Background: an optimization exercise with open tools, aiming at small area. Do not read the settings as production practice.
In this exercise RTL edits were held to simulation tests only and were not proved equivalent to the original.
Power and IR drop assume default switching activity.

## flow/run.sh

```bash
#!/bin/bash
# synth_recipe.tcl (not shown) runs the flow's synth.tcl, then flattens the netlist and writes it again
# the make line also repeats each setting of config.mk as NAME=value (left out here)
make -C /OpenROAD-flow-scripts/flow DESIGN_CONFIG=/design/flow/config.mk WORK_HOME=/design/flow/orfs CLKGATE_MAP_FILE= SYNTH_SCRIPT=/design/flow/synth_recipe.tcl finish
```

## flow/config.mk

```make
export PLATFORM = sky130hd
export DESIGN_NAME = bmp280_spi_uart_v2005
export DESIGN_NICKNAME = bmp280_spi_uart_v2005
export VERILOG_FILES = /design/flow/design.v
export SDC_FILE = /design/flow/constraint.sdc
export NUM_CORES = 8
export LEC_CHECK = 0
export ABC_AREA = 1
export CAP_MARGIN = 20
export CORE_MARGIN = 2
export CORE_UTILIZATION = 33
export GPL_TIMING_DRIVEN = 0
export PLACE_DENSITY = 0.5
export SLEW_MARGIN = 20
export SYNTH_MEMORY_MAX_BITS = 16384
```

## flow/constraint.sdc

```tcl
create_clock -name core_clock -period 1000.0 [get_ports {clk}]
set_input_delay 200.0000 -clock core_clock [delete_from_list [all_inputs] [get_ports {clk}]]
set_output_delay 200.0000 -clock core_clock [all_outputs]
set_load 0.01 [all_outputs]
```

## flow/design.v

```verilog
module bmp280_spi_uart_v2005
#(
  parameter CLK_HZ = 50000,
  parameter BAUD   = 5000,
  parameter SCK_HZ = 12500
)(
  input  wire clk,
  input  wire rst_n,
  output wire spi_csn,
  output wire spi_sck,
  output wire spi_mosi,
  input  wire spi_miso,
  output wire uart_tx
);
  reg [6:0] g;                  
  wire [5:0] t = g[5:0];
  wire eow = (t == 6'd63);
  reg [6:0] pc;
  reg [7:0] j;
  reg first;
  reg sp;
  wire [1:0] cls;
  wire [4:0] xs;
  wire [3:0] ys;
  wire [1:0] kys;
  wire [2:0] kms;
  wire [2:0] msrc;
  wire [2:0] mnx;
  wire [2:0] kmn;
  wire [7:0] jsn;
  wire [1:0] jend;
  wire mmul;
  wire fsub;
  wire clr;
  wire mdiv;
  wire mdve;
  wire md10;
  wire conv;
  wire isT;
  wire [1:0] subm;
  wire dA;
  wire dB;
  wire dC;
  wire dD;
  wire dT;
  wire ltsign;
  wire lnz;
  wire ldsign;
  wire nzg;
  wire [7:0] chr;
  wire [1:0] ctype;
  wire pre_en;
  wire pre_hex;
  wire [3:0] pre_idx;
  wire [2:0] spit;
  wire lastpc;
  assign cls[0] = (pc == 7'd0) | (pc == 7'd18) | (pc == 7'd27) | (pc == 7'd28) | (pc == 7'd29) | (pc == 7'd30) | (pc == 7'd31) | (pc == 7'd32) | (pc == 7'd34) | (pc == 7'd104);
  assign cls[1] = (pc == 7'd1) | (pc == 7'd2) | (pc == 7'd3) | (pc == 7'd4) | (pc == 7'd5) | (pc == 7'd6) | (pc == 7'd7) | (pc == 7'd8) | (pc == 7'd9) | (pc == 7'd10) | (pc == 7'd11) | (pc == 7'd12) | (pc == 7'd13) | (pc == 7'd14) | (pc == 7'd15) | (pc == 7'd16) | (pc == 7'd17) | (pc == 7'd18) | (pc == 7'd19) | (pc == 7'd20) | (pc == 7'd21) | (pc == 7'd22) | (pc == 7'd23) | (pc == 7'd24) | (pc == 7'd25) | (pc == 7'd26) | (pc == 7'd27) | (pc == 7'd29) | (pc == 7'd30) | (pc == 7'd31) | (pc == 7'd34) | (pc == 7'd84) | (pc == 7'd85) | (pc == 7'd86) | (pc == 7'd87) | (pc == 7'd88) | (pc == 7'd89) | (pc == 7'd90) | (pc == 7'd91) | (pc == 7'd92) | (pc == 7'd93) | (pc == 7'd94) | (pc == 7'd95) | (pc == 7'd96) | (pc == 7'd97) | (pc == 7'd98) | (pc == 7'd99) | (pc == 7'd100) | (pc == 7'd101) | (pc == 7'd102) | (pc == 7'd103);
  assign xs[0] = (pc == 7'd36) | (pc == 7'd37) | (pc == 7'd41) | (pc == 7'd46) | (pc == 7'd49) | (pc == 7'd53) | (pc == 7'd55) | (pc == 7'd61) | (pc == 7'd68) | (pc == 7'd70) | (pc == 7'd72) | (pc == 7'd74) | (pc == 7'd77) | (pc == 7'd78) | (pc == 7'd79) | (pc == 7'd80) | (pc == 7'd82);
  assign xs[1] = (pc == 7'd39) | (pc == 7'd45) | (pc == 7'd46) | (pc == 7'd55) | (pc == 7'd68) | (pc == 7'd72) | (pc == 7'd76) | (pc == 7'd80) | (pc == 7'd82);
  assign xs[2] = (pc == 7'd35) | (pc == 7'd36) | (pc == 7'd39) | (pc == 7'd45) | (pc == 7'd46) | (pc == 7'd47) | (pc == 7'd55) | (pc == 7'd59) | (pc == 7'd61) | (pc == 7'd63) | (pc == 7'd68) | (pc == 7'd74);
  assign xs[3] = (pc == 7'd43) | (pc == 7'd45) | (pc == 7'd46) | (pc == 7'd55) | (pc == 7'd61) | (pc == 7'd63) | (pc == 7'd72) | (pc == 7'd74) | (pc == 7'd76) | (pc == 7'd79);
  assign xs[4] = (pc == 7'd44);
  assign ys[0] = (pc == 7'd18) | (pc == 7'd27) | (pc == 7'd29) | (pc == 7'd30) | (pc == 7'd31) | (pc == 7'd34) | (pc == 7'd35) | (pc == 7'd36) | (pc == 7'd37) | (pc == 7'd40) | (pc == 7'd42) | (pc == 7'd48) | (pc == 7'd50) | (pc == 7'd51) | (pc == 7'd53) | (pc == 7'd56) | (pc == 7'd60) | (pc == 7'd62) | (pc == 7'd66) | (pc == 7'd67) | (pc == 7'd69) | (pc == 7'd73) | (pc == 7'd75) | (pc == 7'd77) | (pc == 7'd78);
  assign ys[1] = (pc == 7'd18) | (pc == 7'd27) | (pc == 7'd29) | (pc == 7'd30) | (pc == 7'd31) | (pc == 7'd34) | (pc == 7'd38) | (pc == 7'd43) | (pc == 7'd46) | (pc == 7'd52) | (pc == 7'd53) | (pc == 7'd54) | (pc == 7'd56) | (pc == 7'd58) | (pc == 7'd61) | (pc == 7'd64) | (pc == 7'd66) | (pc == 7'd67) | (pc == 7'd71) | (pc == 7'd75) | (pc == 7'd76) | (pc == 7'd77) | (pc == 7'd81);
  assign ys[2] = (pc == 7'd18) | (pc == 7'd27) | (pc == 7'd29) | (pc == 7'd30) | (pc == 7'd31) | (pc == 7'd34) | (pc == 7'd35) | (pc == 7'd36) | (pc == 7'd37) | (pc == 7'd42) | (pc == 7'd45) | (pc == 7'd50) | (pc == 7'd55) | (pc == 7'd57) | (pc == 7'd73) | (pc == 7'd81);
  assign ys[3] = (pc == 7'd44) | (pc == 7'd59) | (pc == 7'd80) | (pc == 7'd82);
  assign kys[0] = (pc == 7'd42) | (pc == 7'd73);
  assign kys[1] = (pc == 7'd50) | (pc == 7'd73);
  assign kms[0] = (pc == 7'd52) | (pc == 7'd54) | (pc == 7'd58) | (pc == 7'd62) | (pc == 7'd71);
  assign kms[1] = (pc == 7'd58) | (pc == 7'd60) | (pc == 7'd71) | (pc == 7'd75);
  assign kms[2] = (pc == 7'd51) | (pc == 7'd52) | (pc == 7'd54) | (pc == 7'd71) | (pc == 7'd75);
  assign msrc[0] = (pc == 7'd38) | (pc == 7'd51) | (pc == 7'd52) | (pc == 7'd54) | (pc == 7'd58) | (pc == 7'd60) | (pc == 7'd62) | (pc == 7'd71) | (pc == 7'd75);
  assign msrc[1] = (pc == 7'd38) | (pc == 7'd51) | (pc == 7'd52) | (pc == 7'd54) | (pc == 7'd58) | (pc == 7'd60) | (pc == 7'd62) | (pc == 7'd64) | (pc == 7'd71) | (pc == 7'd75);
  assign msrc[2] = (pc == 7'd56);
  assign mnx[0] = (pc == 7'd37) | (pc == 7'd50) | (pc == 7'd51) | (pc == 7'd53) | (pc == 7'd57) | (pc == 7'd59) | (pc == 7'd61) | (pc == 7'd70) | (pc == 7'd74);
  assign mnx[1] = (pc == 7'd37) | (pc == 7'd50) | (pc == 7'd51) | (pc == 7'd53) | (pc == 7'd57) | (pc == 7'd59) | (pc == 7'd61) | (pc == 7'd63) | (pc == 7'd70) | (pc == 7'd74);
  assign mnx[2] = (pc == 7'd55);
  assign kmn[0] = (pc == 7'd51) | (pc == 7'd53) | (pc == 7'd57) | (pc == 7'd61) | (pc == 7'd70);
  assign kmn[1] = (pc == 7'd57) | (pc == 7'd59) | (pc == 7'd70) | (pc == 7'd74);
  assign kmn[2] = (pc == 7'd50) | (pc == 7'd51) | (pc == 7'd53) | (pc == 7'd70) | (pc == 7'd74);
  assign jsn[0] = (pc == 7'd17) | (pc == 7'd26) | (pc == 7'd28) | (pc == 7'd29) | (pc == 7'd30) | (pc == 7'd33) | (pc == 7'd37) | (pc == 7'd50) | (pc == 7'd57) | (pc == 7'd59) | (pc == 7'd63) | (pc == 7'd68) | (pc == 7'd70) | (pc == 7'd74) | (pc == 7'd79) | (pc == 7'd81) | (pc == 7'd103);
  assign jsn[1] = (pc == 7'd17) | (pc == 7'd26) | (pc == 7'd27) | (pc == 7'd28) | (pc == 7'd29) | (pc == 7'd30) | (pc == 7'd33) | (pc == 7'd37) | (pc == 7'd53) | (pc == 7'd57) | (pc == 7'd59) | (pc == 7'd63) | (pc == 7'd68) | (pc == 7'd70) | (pc == 7'd74) | (pc == 7'd81) | (pc == 7'd103);
  assign jsn[2] = (pc == 7'd17) | (pc == 7'd26) | (pc == 7'd27) | (pc == 7'd28) | (pc == 7'd29) | (pc == 7'd30) | (pc == 7'd31) | (pc == 7'd33) | (pc == 7'd37) | (pc == 7'd55) | (pc == 7'd57) | (pc == 7'd59) | (pc == 7'd63) | (pc == 7'd70) | (pc == 7'd74) | (pc == 7'd79);
  assign jsn[3] = (pc == 7'd17) | (pc == 7'd26) | (pc == 7'd29) | (pc == 7'd30) | (pc == 7'd31) | (pc == 7'd37) | (pc == 7'd55) | (pc == 7'd57) | (pc == 7'd59) | (pc == 7'd63) | (pc == 7'd70) | (pc == 7'd74) | (pc == 7'd103);
  assign jsn[4] = (pc == 7'd33) | (pc == 7'd39) | (pc == 7'd50) | (pc == 7'd51) | (pc == 7'd61) | (pc == 7'd63) | (pc == 7'd68);
  assign jsn[5] = (pc == 7'd33) | (pc == 7'd41) | (pc == 7'd47) | (pc == 7'd63) | (pc == 7'd68);
  assign jsn[6] = (pc == 7'd28) | (pc == 7'd103);
  assign jsn[7] = (pc == 7'd28);
  assign jend[0] = (pc == 7'd52);
  assign jend[1] = (pc == 7'd42);
  assign mmul = (pc == 7'd38) | (pc == 7'd40) | (pc == 7'd42) | (pc == 7'd48) | (pc == 7'd51) | (pc == 7'd52) | (pc == 7'd54) | (pc == 7'd56) | (pc == 7'd58) | (pc == 7'd60) | (pc == 7'd62) | (pc == 7'd69) | (pc == 7'd71) | (pc == 7'd75);
  assign fsub = (pc == 7'd38) | (pc == 7'd40) | (pc == 7'd42) | (pc == 7'd48) | (pc == 7'd51) | (pc == 7'd52) | (pc == 7'd56) | (pc == 7'd58) | (pc == 7'd60) | (pc == 7'd62) | (pc == 7'd69) | (pc == 7'd71) | (pc == 7'd75);
  assign clr = (pc == 7'd38) | (pc == 7'd40) | (pc == 7'd42) | (pc == 7'd48) | (pc == 7'd56) | (pc == 7'd58) | (pc == 7'd60) | (pc == 7'd62) | (pc == 7'd64) | (pc == 7'd69) | (pc == 7'd71) | (pc == 7'd75);
  assign mdiv = (pc == 7'd64);
  assign mdve = (pc == 7'd65);
  assign md10 = (pc == 7'd80) | (pc == 7'd82);
  assign conv = (pc == 7'd79) | (pc == 7'd80) | (pc == 7'd81) | (pc == 7'd82);
  assign isT = (pc == 7'd82);
  assign subm[0] = (pc == 7'd35) | (pc == 7'd36) | (pc == 7'd37) | (pc == 7'd44) | (pc == 7'd55) | (pc == 7'd66) | (pc == 7'd80) | (pc == 7'd82);
  assign subm[1] = (pc == 7'd57) | (pc == 7'd66);
  assign dA = (pc == 7'd33) | (pc == 7'd36) | (pc == 7'd38) | (pc == 7'd40) | (pc == 7'd42) | (pc == 7'd43) | (pc == 7'd46) | (pc == 7'd48) | (pc == 7'd50) | (pc == 7'd51) | (pc == 7'd52) | (pc == 7'd53) | (pc == 7'd54) | (pc == 7'd56) | (pc == 7'd58) | (pc == 7'd60) | (pc == 7'd62) | (pc == 7'd64) | (pc == 7'd67) | (pc == 7'd69) | (pc == 7'd71) | (pc == 7'd73) | (pc == 7'd75) | (pc == 7'd76) | (pc == 7'd77) | (pc == 7'd78) | (pc == 7'd79) | (pc == 7'd80) | (pc == 7'd81) | (pc == 7'd82);
  assign dB = (pc == 7'd35) | (pc == 7'd41) | (pc == 7'd44) | (pc == 7'd61) | (pc == 7'd68) | (pc == 7'd74);
  assign dC = (pc == 7'd37) | (pc == 7'd39) | (pc == 7'd45) | (pc == 7'd49) | (pc == 7'd59) | (pc == 7'd63) | (pc == 7'd70) | (pc == 7'd72);
  assign dD = (pc == 7'd33) | (pc == 7'd55) | (pc == 7'd57) | (pc == 7'd66);
  assign dT = (pc == 7'd47);
  assign ltsign = (pc == 7'd47);
  assign lnz = (pc == 7'd63);
  assign ldsign = (pc == 7'd57);
  assign nzg = (pc == 7'd79);
  assign chr[0] = (pc == 7'd2) | (pc == 7'd8) | (pc == 7'd10) | (pc == 7'd16) | (pc == 7'd19) | (pc == 7'd21) | (pc == 7'd85) | (pc == 7'd86) | (pc == 7'd94) | (pc == 7'd102);
  assign chr[1] = (pc == 7'd1) | (pc == 7'd4) | (pc == 7'd8) | (pc == 7'd12) | (pc == 7'd13) | (pc == 7'd17) | (pc == 7'd26) | (pc == 7'd90) | (pc == 7'd103);
  assign chr[2] = (pc == 7'd2) | (pc == 7'd12) | (pc == 7'd16) | (pc == 7'd20) | (pc == 7'd21) | (pc == 7'd84) | (pc == 7'd85) | (pc == 7'd86) | (pc == 7'd90) | (pc == 7'd94) | (pc == 7'd102);
  assign chr[3] = (pc == 7'd2) | (pc == 7'd5) | (pc == 7'd10) | (pc == 7'd17) | (pc == 7'd19) | (pc == 7'd21) | (pc == 7'd23) | (pc == 7'd26) | (pc == 7'd85) | (pc == 7'd86) | (pc == 7'd90) | (pc == 7'd94) | (pc == 7'd102) | (pc == 7'd103);
  assign chr[4] = (pc == 7'd3) | (pc == 7'd4) | (pc == 7'd5) | (pc == 7'd6) | (pc == 7'd8) | (pc == 7'd9) | (pc == 7'd12) | (pc == 7'd13) | (pc == 7'd14) | (pc == 7'd15) | (pc == 7'd16) | (pc == 7'd21) | (pc == 7'd22) | (pc == 7'd23) | (pc == 7'd84) | (pc == 7'd85) | (pc == 7'd93) | (pc == 7'd94) | (pc == 7'd101);
  assign chr[5] = (pc == 7'd4) | (pc == 7'd5) | (pc == 7'd6) | (pc == 7'd7) | (pc == 7'd11) | (pc == 7'd12) | (pc == 7'd13) | (pc == 7'd14) | (pc == 7'd15) | (pc == 7'd16) | (pc == 7'd21) | (pc == 7'd22) | (pc == 7'd23) | (pc == 7'd85) | (pc == 7'd86) | (pc == 7'd90) | (pc == 7'd92) | (pc == 7'd94);
  assign chr[6] = (pc == 7'd1) | (pc == 7'd2) | (pc == 7'd3) | (pc == 7'd8) | (pc == 7'd9) | (pc == 7'd10) | (pc == 7'd12) | (pc == 7'd19) | (pc == 7'd20) | (pc == 7'd23) | (pc == 7'd84) | (pc == 7'd93) | (pc == 7'd101);
  assign chr[7] = 1'b0;
  assign ctype[0] = (pc == 7'd86) | (pc == 7'd87) | (pc == 7'd88) | (pc == 7'd89) | (pc == 7'd91) | (pc == 7'd95) | (pc == 7'd96) | (pc == 7'd97) | (pc == 7'd98) | (pc == 7'd99) | (pc == 7'd100);
  assign ctype[1] = (pc == 7'd24) | (pc == 7'd25) | (pc == 7'd86);
  assign pre_en = (pc == 7'd23) | (pc == 7'd24) | (pc == 7'd86) | (pc == 7'd87) | (pc == 7'd88) | (pc == 7'd90) | (pc == 7'd94) | (pc == 7'd95) | (pc == 7'd96) | (pc == 7'd97) | (pc == 7'd98) | (pc == 7'd99);
  assign pre_hex = (pc == 7'd23) | (pc == 7'd24);
  assign pre_idx[0] = (pc == 7'd23) | (pc == 7'd87) | (pc == 7'd90) | (pc == 7'd95) | (pc == 7'd97) | (pc == 7'd99);
  assign pre_idx[1] = (pc == 7'd23) | (pc == 7'd24) | (pc == 7'd88) | (pc == 7'd90) | (pc == 7'd96) | (pc == 7'd97);
  assign pre_idx[2] = (pc == 7'd23) | (pc == 7'd24) | (pc == 7'd98) | (pc == 7'd99);
  assign pre_idx[3] = (pc == 7'd23) | (pc == 7'd24) | (pc == 7'd86) | (pc == 7'd87) | (pc == 7'd88) | (pc == 7'd90);
  assign spit[0] = (pc == 7'd27) | (pc == 7'd30) | (pc == 7'd34);
  assign spit[1] = (pc == 7'd29) | (pc == 7'd30);
  assign spit[2] = (pc == 7'd31) | (pc == 7'd34);
  assign lastpc = (pc == 7'd104);
  wire cbit = ((pc == 7'd44) & ((t == 6'd10) | (t == 6'd12) | (t == 6'd13) | (t == 6'd14) | (t == 6'd15) | (t == 6'd16))) | ((pc == 7'd46) & ((t == 6'd7))) | ((pc == 7'd55) & ((t == 6'd51))) | ((pc == 7'd59) & ((t == 6'd47)));
  reg [63:0] A, B, C, D;
  reg [31:0] TC;
  reg [191:0] KR;               
  reg Aprev, s32, ksY, ksM, mcap, m, cy, q1, q2, c5, rsign, dsign, tsign, nz, z0;
  reg [2:0] r5;
  reg [3:0] dg;
  wire isALU  = (cls == 2'd0);
  wire isCHAR = (cls == 2'd2);
  wire isSPI  = (cls == 2'd3);
  wire raw    = (spit == 3'd5);
  wire bitend = raw ? eow : (t[4:0] == 5'd31);
  wire sbits  = isSPI & ~sp;
  assign spi_csn = ~sbits;
  assign spi_sck = sbits & (raw ? t[5] : t[4]);
  reg [7:0] cmdb, datb; reg [4:0] cmdpos;
  always @* begin
    case (spit)
      3'd0: begin cmdb = 8'hD0; datb = 8'h00; cmdpos = 5'd1;  end
      3'd1: begin cmdb = 8'h60; datb = 8'hB6; cmdpos = 5'd1;  end
      3'd2: begin cmdb = 8'h88; datb = 8'h00; cmdpos = 5'd24; end
      3'd3: begin cmdb = 8'h74; datb = 8'h27; cmdpos = 5'd1;  end
      3'd4: begin cmdb = 8'h75; datb = 8'h00; cmdpos = 5'd1;  end
      default: begin cmdb = 8'hF7; datb = 8'h00; cmdpos = 5'd6; end
    endcase
  end
  assign spi_mosi = (j[7:3] == cmdpos) ? cmdb[j[2:0]] : ((j[7:3] == 5'd0) ? datb[j[2:0]] : 1'b0);
  wire calw = sbits & ((spit == 3'd0) | (spit == 3'd2)) & ~(j[7] & j[6]) & t[4] & (t[3:0] == {~j[3], j[2:0]});
  wire rawt = sbits & raw & (t == j[5:0]);
  wire rawA = rawt & (j[7:3] < 5'd3);
  wire rawD = rawt & ((j[7:3] == 5'd5) | (j[7:3] == 5'd4) | ((j[7:3] == 5'd3) & j[2]));
  wire last = (j == ((jend == 2'd1) ? 8'd3 : (jend == 2'd2) ? 8'd12 : 8'd0));
  always @(posedge clk or negedge rst_n) begin
    if (!rst_n) begin
      g <= 7'd0; pc <= 7'd0; j <= 8'd15; first <= 1'b1; sp <= 1'b0;
    end else begin : seq
      reg adv;
      adv = 1'b0;
      g <= g + 7'd1;
      case (cls)
        2'd0, 2'd1: if (eow) begin if (last) adv = 1'b1; else j <= j - 8'd1; end
        2'd2: if (g == 7'd127) adv = 1'b1;
        default:
          if (!sp) begin
            if (bitend) begin if (j == 8'd0) sp <= 1'b1; else j <= j - 8'd1; end
          end else if (g == 7'd127) begin sp <= 1'b0; adv = 1'b1; end
      endcase
      if (adv) begin
        pc <= lastpc ? 7'd33 : pc + 7'd1;
        j <= jsn; first <= 1'b1;
      end else if (eow) first <= 1'b0;
    end
  end
  wire [11:0] kout;
  genvar gi;
  generate for (gi = 0; gi < 12; gi = gi + 1) begin : kr
    assign kout[gi] = KR[16*gi+15];
    wire we = calw & (j[7:4] == (4'd11 - gi));
    always @(posedge clk) KR[16*gi +: 16] <= {KR[16*gi +: 15], we ? spi_miso : KR[16*gi+15]};
  end endgenerate
  reg kyo, kmo; wire kysg = (kys != 2'd0);
  always @* case (kys) 2'd0: kyo = kout[0]; 2'd1: kyo = kout[2]; 2'd2: kyo = kout[6]; default: kyo = kout[9]; endcase
  wire [2:0] kmsel = last ? kmn : kms;
  always @* case (kmsel)
    3'd0: kmo = kout[1]; 3'd1: kmo = kout[3]; 3'd2: kmo = kout[4]; 3'd3: kmo = kout[5];
    3'd4: kmo = kout[7]; 3'd5: kmo = kout[8]; 3'd6: kmo = kout[10]; default: kmo = kout[11];
  endcase
  wire kmsg = (kmsel != 3'd1);
  wire lo16 = (t[5:4] == 2'b00);
  wire kys_s = lo16 ? kyo : (kysg & ksY);
  wire kms_s = lo16 ? kmo : (kmsg & ksM);
  wire muldiv = mmul | mdiv;
  wire [4:0] xe = muldiv ? ((first & clr) ? 5'd0 : 5'd2) : xs;
  reg xr, xm;
  always @* begin
    case (xe)
      5'd1:  xr = A[63];
      5'd2:  xr = (t == 6'd0) ? (mdiv & m) : Aprev;
      5'd3:  xr = A[62];
      5'd4:  xr = A[55];
      5'd5:  xr = A[56];
      5'd6:  xr = A[52];
      5'd7:  xr = A[50];
      5'd8:  xr = A[49];
      5'd9:  xr = A[47];
      5'd10: xr = A[44];
      5'd11: xr = A[38];
      5'd12: xr = A[30];
      5'd13: xr = A[11];
      5'd14: xr = A[1];
      5'd15: xr = cbit;
      5'd16: xr = (t[5] == 1'b0) ? A[63] : s32;
      default: xr = 1'b0;
    endcase
    case (xe)
      5'd3:  xm = (t == 6'd63);
      5'd4:  xm = (t >= 6'd56);
      5'd7:  xm = (t >= 6'd51);
      5'd9:  xm = t[5] | ~nz;
      5'd10: xm = (t >= 6'd45);
      5'd11: xm = (t >= 6'd39);
      5'd12: xm = (t >= 6'd31);
      5'd13: xm = (t < 6'd12);
      5'd14: xm = (t < 6'd2);
      default: xm = 1'b0;
    endcase
  end
  wire X = xr & ~xm;
  wire dgs = (t == 6'd0) ? dg[1] : (t == 6'd1) ? dg[2] : (t == 6'd2) ? dg[3] : 1'b0;
  reg yr;
  always @* case (ys)
    4'd1: yr = B[63];
    4'd2: yr = C[63];
    4'd3: yr = D[63];
    4'd4: yr = A[63];
    4'd5: yr = kys_s;
    4'd6: yr = ~t[5] & (TC[31] ^ tsign);
    4'd7: yr = spi_miso;
    4'd8: yr = md10 ? dgs : cbit;
    default: yr = 1'b0;
  endcase
  reg sub;
  always @* begin
    if (mmul) sub = first & fsub;
    else if (mdiv) sub = first | ~rsign;
    else case (subm) 2'd1: sub = 1'b1; 2'd2: sub = rsign; 2'd3: sub = dsign; default: sub = 1'b0; endcase
  end
  wire yg  = mmul ? (yr & m) : yr;
  wire Y   = yg ^ sub;
  wire cin = (t == 6'd0) ? (sub | ((ys == 4'd6) & tsign)) : cy;
  wire Z   = X ^ Y ^ cin;
  wire q   = Z ^ q2 ^ c5;
  wire W   = md10 ? q : Z;
  wire [2:0] msel = last ? mnx : msrc;
  wire [7:0] jn = last ? jsn : (j - 8'd1);
  reg mbit;
  wire c3125 = (t == 6'd0) | (t == 6'd2) | (t == 6'd4) | (t == 6'd5) | (t == 6'd10) | (t == 6'd11);
  always @* case (msel)
    3'd0: mbit = (isALU & dB) ? W : B[63]; 3'd1: mbit = C[63]; 3'd2: mbit = D[63]; 3'd3: mbit = kms_s; default: mbit = c3125;
  endcase
  wire capt = (t == jn[5:0]);
  wire digst = isALU & md10 & (t[5:2] == {isT, j[2:0]});
  wire qwr   = isALU & ((mdiv & ~first & (t == j[5:0] + 6'd1)) | (mdve & (t == 6'd0)));
  wire weA = (isALU & dA) | rawA;
  wire weB = (isALU & dB) | digst;
  wire weC = isALU & dC;
  wire weD = (isALU & dD) | rawD | qwr;
  wire weT = isALU & dT & ~t[5];
  always @(posedge clk) begin
    A  <= {A[62:0], weA ? W : A[63]};
    B  <= {B[62:0], weB ? (digst ? dg[t[1:0]] : W) : B[63]};
    C  <= {C[62:0], weC ? W : C[63]};
    D  <= {D[62:0], weD ? (qwr ? ~rsign : W) : D[63]};
    TC <= {TC[30:0], weT ? W : TC[31]};
  end
  reg [2:0] r5n; reg [2:0] wt;
  wire [3:0] r5s = {1'b0, r5} + {1'b0, wt};
  always @* begin
    case (t[1:0]) 2'd0: wt = 3'd1; 2'd1: wt = 3'd2; 2'd2: wt = 3'd4; default: wt = 3'd3; endcase
    if (t == 6'd0) r5n = {2'b00, W};
    else if (!W) r5n = r5;
    else r5n = r5s[3:0] >= 4'd5 ? r5s - 4'd5 : r5s[2:0];
  end
  wire [3:0] crt = (r5[0] == z0) ? {1'b0, r5} : ({1'b0, r5} + 4'd5);
  always @(posedge clk) begin
    Aprev <= A[63];
    cy <= (X & Y) | (X & cin) | (Y & cin);
    if (eow) begin q1 <= 1'b0; q2 <= 1'b0; c5 <= 1'b0; end
    else begin q1 <= q; q2 <= q1; c5 <= (q & q2) | (q & c5) | (q2 & c5); end
    if (t == 6'd31) s32 <= A[63];
    if (t == 6'd15) begin ksY <= kyo; ksM <= kmo; end
    if (capt) mcap <= mbit;
    if (eow) m <= (jn[5:0] == 6'd63) ? mbit : mcap;
    if (eow) rsign <= W;
    if (isALU & ldsign & (t == 6'd0)) dsign <= rsign;
    if (isALU & ltsign & (t == 6'd31)) tsign <= W;
    if (isALU & lnz) nz <= (t == 6'd0) ? W : (nz | W);
    r5 <= r5n;
    if (t == 6'd0) z0 <= W;
    if (isALU & conv & eow) dg <= crt;
    else if (isCHAR & pre_en & g[6] & (t[5:2] == pre_idx)) dg <= {pre_hex ? kout[11] : B[63], dg[3:1]};
  end
  reg [2:0] bidx;
  always @* begin
    if (g < 7'd24) bidx = 3'd0;
    else if (g < 7'd35) bidx = 3'd1;
    else if (g < 7'd46) bidx = 3'd2;
    else if (g < 7'd57) bidx = 3'd3;
    else if (g < 7'd68) bidx = 3'd4;
    else if (g < 7'd79) bidx = 3'd5;
    else if (g < 7'd90) bidx = 3'd6;
    else bidx = 3'd7;
  end
  wire hexa = dg[3] & (dg[2] | dg[1]);
  wire [7:0] chv = (ctype == 2'd1 || (ctype == 2'd2 && !hexa)) ? {4'h3, dg} :
                   (ctype == 2'd2) ? {4'h4, dg + 4'd7} : chr;
  wire emit = isCHAR & ~((ctype == 2'd3) & ~tsign);
  wire ustart = (g < 7'd13);
  wire ustop  = (g >= 7'd101);
  assign uart_tx = ~emit | (~ustart & (ustop | chv[bidx]));
endmodule
```

==> summary.md <==
| Metric | Value |
|---|---|
| Status | finished clean |
| CTS tree | yes |
| Worst-path maximum fanout | 6 |
| Hold-fix buffers, CTS | 0 |
| Share of post-route cells with drive strength above 1 | 0.0998 |
| Largest family of logic cells by synthesized area | simple AND/OR/NAND/NOR gates |
| Reg-to-reg endpoint | B[0] |
| Met1 GRT Util | 0.225 |
| Design Power | about 0.040 mW |
| Via count | 11400 |
| Layout fillers | ~5000 |
| Most common cell in the netlist | dfxtp_1 |
| Clock Path Buffers | 3 |
| FFs w/ async S/R, synth | 0.0456 |
| Die height | approximately 230 µm |
| Synth Area in Compound Gates | 0.0713 |
| Routing usage on met3 | 0.0314 |
| Pin count of the biggest net entering global routing | 18 |
| Die X-Extent | between 200 and 250 µm |
| Drt pass-1 iters | 5 |
| Top Usage Layer GRT | met2 |
| Gr ovfl total | 0 |
| Mux cell area share after synthesis | 0 |
| Path category of the worst min-delay check | flip-flop to flip-flop |
| I/O pin count | 7 |
| Ys Warns | 1 |
| R2R cell count | 29 |
| NetSw | ~0.008 mW |
| Post-synth net total | ~1700 |
| Worst-Margin Slew | slightly below 1 ns |
| IO buf count | 6 |
| Synth area leaders | dfxtp_1 59%, nand2_1 7.3%, nor2_1 4.1% |
| Gpl congestion | 0.948 |
| Num rows | between 80 and 90 |
| Unrepaired setup endpoints after global routing | false |
| Arrival time of the worst setup path | between 4 and 5 ns |
| Final Setup Violations | 0 |
| Global-route wire length before repair | between 60000 and 70000 µm |
| P_leak | just over 8 nW |
| Main synth FF type | dfxtp_1 |
| Clock Root Buffer | clkbuf_16 |
| WL/cell | 17.3 µm |
| Overall routing resource usage | 0.167 |
| Synth unique cells | 66 |
| Cell taking the most area after synthesis | dfxtp_1 |
| Starting Density | 0.336 |
| XOR/XNOR share of the synthesized area | 0.0196 |
| Worst slew margin | 0.354 |
| Worst hold slack | roughly 0.32 ns |
| Seq pwr share | 0.524 |
| CP Capture Type | output port |
| Cts repair resizes | 0 |
| Clock power frac | 0.475 |
| # nets final | ~1800 |
| Final setup TNS | 0 ns |
| Ratio of final minimum period to clock period | 0.205 |
| DRT iter0 DRCs | approximately 800 |
| Simple-gate share of the synthesized area | 0.189 |
| CP Class | flip-flop to output port |
| Critical path launch point type | flip-flop |
| Post-Syn Area | between 15000 and 20000 µm² |
| Pwr per Cell Area | 2.10 nW/µm² |
| Post-synthesis adder-cell area fraction | 0.0176 |
| P_int | roughly 0.032 mW |
| Vias in the first global route | between 10000 and 15000 |
| Hold path start | KR[189] |
| Reg2reg setup slack | between 900 and 1000 ns |
| Synth cell count leaders | 487 x dfxtp_1, 320 x nand2_1, 180 x nor2_1 |
| Achievable clock frequency | around 4.9 MHz |
| Diodes inserted | 0 |
| Post-DP HPWL | approximately 31000 µm |
| MaxCap Viol Count | 0 |
| Hold Path Cell Cnt | 0 |
| Synth top area share | 0.591 |
| Register area share after synthesis | 0.655 |
| Seq cells post-synth | approximately 530 |
| Skew final | roughly 0.012 ns |
| # DRC | 0 |
| Syn Inst Count | approximately 1700 |
| Clock latency (worst-skew pair) | between 0.5 and 0.6 ns |
| Worst Path Required | approximately 800 ns |
| Min Clock Period, post-route | just over 200 ns |
| Post-synth EDFFs | 15 |
| Hold endpoint | KR[190] |
| Met2 Usage GRT | 0.264 |
| Initial antenna violation count | 1 |
| Average size of a mapped cell | 9.86 µm² |
| Number of CTS-inserted buffers | 50 |
| Sw Share | 0.198 |
| Final antenna-violating net count | 0 |
| Die ar. | 51800 µm² |
| Num Clock Sinks | roughly 530 |
| # Post-CTS Setup Buffers | 0 |
| Vias per cell | about 4.7 |
| Htree depth | 2 |
| Final Hold Viols | 0 |
| Logic pwr share | 0.001 |
| Layout area overhead | 15.9% |
| Worst r2r src | pc[0] |
| Core region area | between 40000 and 50000 µm² |
| Worst VDD drop | ~0.0018 mV |
| Slew Viols, Final | 0 |
| Clock-pin slew on the worst setup and hold paths | ~0.060 ns |
| Routed wire length | about 42000 µm |
per-layer routing:
layer / part of all wire / up-vias
met2: 0.44 / 352
met3: 0.059 / 95
met1: 0.47 / 5390
met4: 0.036 / 0
li1: - / 5564
met5: 0 / -
worst max-delay path by stage:
stage	start	end	slack, ns	cells past startpoint
after global placement	pc[0]	spi_sck	795.76	17
after global routing	pc[0]	spi_sck	794.95	17
after detailed placement	pc[0]	spi_sck	795.81	17
final	pc[0]	spi_sck	795.23	17
after CTS	pc[0]	spi_sck	795.13	17
after floorplan	pc[0]	spi_mosi	797.56	15
stage by stage:
step,setup slack (ns),utilization,instance area (µm²),instances
2_1_floorplan,797.56,-,16500,1674
3_3_place_gp,795.76,0.354,17400,2344
3_5_place_dp,795.81,0.354,17400,2345
4_1_cts,795.13,0.389,19100,2438
5_1_grt,794.95,0.389,19100,2438
6_report,795.23,0.389,19100,2438
state kept, by name, summed over array words and instances (netlist names), 3 cells and up, named ones only:
name,flops
dg,4
j,8
C,64
pc,7
A,64
KR,192
D,64
TC,32
B,64
g,7
r5,3
cells in the final DEF (no fill, tap or decap), types with 6 or more instances in the layout:
cell | synthesis | final
a21oi_1 | 46 | 46
buf_2 | 5 | 6
buf_4 | 6 | 6
clkbuf_1 | 7 | 14
clkbuf_16 | 0 | 50
clkbuf_8 | 0 | 7
clkinv_2 | 0 | 12
dfrtp_1 | 19 | 19
dfxtp_1 | 487 | 487
edfxtp_1 | 15 | 15
ha_1 | 20 | 20
inv_1 | 143 | 143
inv_2 | 15 | 15
nand2_1 | 320 | 320
nand2_2 | 7 | 7
nand3_1 | 94 | 94
nand4_1 | 29 | 29
nor2_1 | 180 | 180
nor2_2 | 14 | 14
nor3_1 | 21 | 21
nor4_1 | 10 | 10
o211ai_1 | 10 | 10
o21ai_0 | 73 | 73
o21ai_1 | 13 | 13
o22ai_1 | 6 | 6
xnor2_1 | 6 | 6
xor2_1 | 31 | 31
power groups by stage:
stage	Clock, mW	Sequential (mW)	Combinational (mW)
6_report	0.0191	0.0211	0.0000599
5_1_grt	0.0206	0.0210	0.0000659
4_1_cts	0.0198	0.0211	0.0000623
3_5_place_dp	0	0.0215	0.0000621
3_3_place_gp	0	0.0215	0.0000508
2_1_floorplan	0	0.0215	0.00000761
final cells by class:
| cell class | instances | area [µm²] | share of cell area |
|---|---|---|---|
| Sequential cell | 526 | 10800 | 0.565 |
| Multi-Input combinational cell | 959 | 4920 | 0.257 |
| Clock buffer | 64 | 1370 | 0.0718 |
| Tap cell | 664 | 831 | 0.0434 |
| Inverter | 165 | 627 | 0.0328 |
| Clock inverter | 29 | 337 | 0.0176 |
| Buffer | 24 | 156 | 0.00818 |
| Timing Repair Buffer | 7 | 82.6 | 0.00432 |
logic make-up after synthesis:
kind of cell,Yosys count
AND/OR/NAND/NOR,705
flip-flops,526
AO/OA/AOI/OAI,195
buffers and inverters,189
XOR/XNOR,37
adder cells (fa/ha/maj),22
critical path, stage by stage (launching register included):
cell             delay, ns
dfrtp_1               0.40
inv_1                 0.15
ha_1                  0.28
inv_1                 0.13
nor2_1                0.66
nor2_2                0.16
inv_2                 0.09
nand2_2               0.12
nand2_2               0.12
nor2_4                0.05
inv_2                 0.11
nor3_2                0.06
nand4_2               0.16
nand2_1               0.10
nor2_1                0.28
inv_1                 0.18
a211oi_1              0.48
clkdlybuf4s50_1       0.65

static timing again, ports no longer ideal:
How much do the figures lean on ideal ports? The routed layout below was timed once more, with nothing changed but the port constraints.
Step 1 sets driving cells, clkbuf_16 on the clock port and buf_2 on the other inputs (assumed; they add their load-dependent delay and slew).
Step 2 also shifts input and output timing later by t, the mid clock arrival at the registers, as if the neighbouring blocks saw the same clock.
a / b / c = ideal ports / drivers / drivers and shift; a / b = the first two.
t, ns: 0.629
slack for setup (ns): 795.232 / 795.179 / 795.766
worst data-port slew with drivers (ns): 0.03
After both steps setup and hold are still met in this run. For this run, drivers alone change the setup slack by -0.053 ns; drivers and shift together by +0.534 ns.
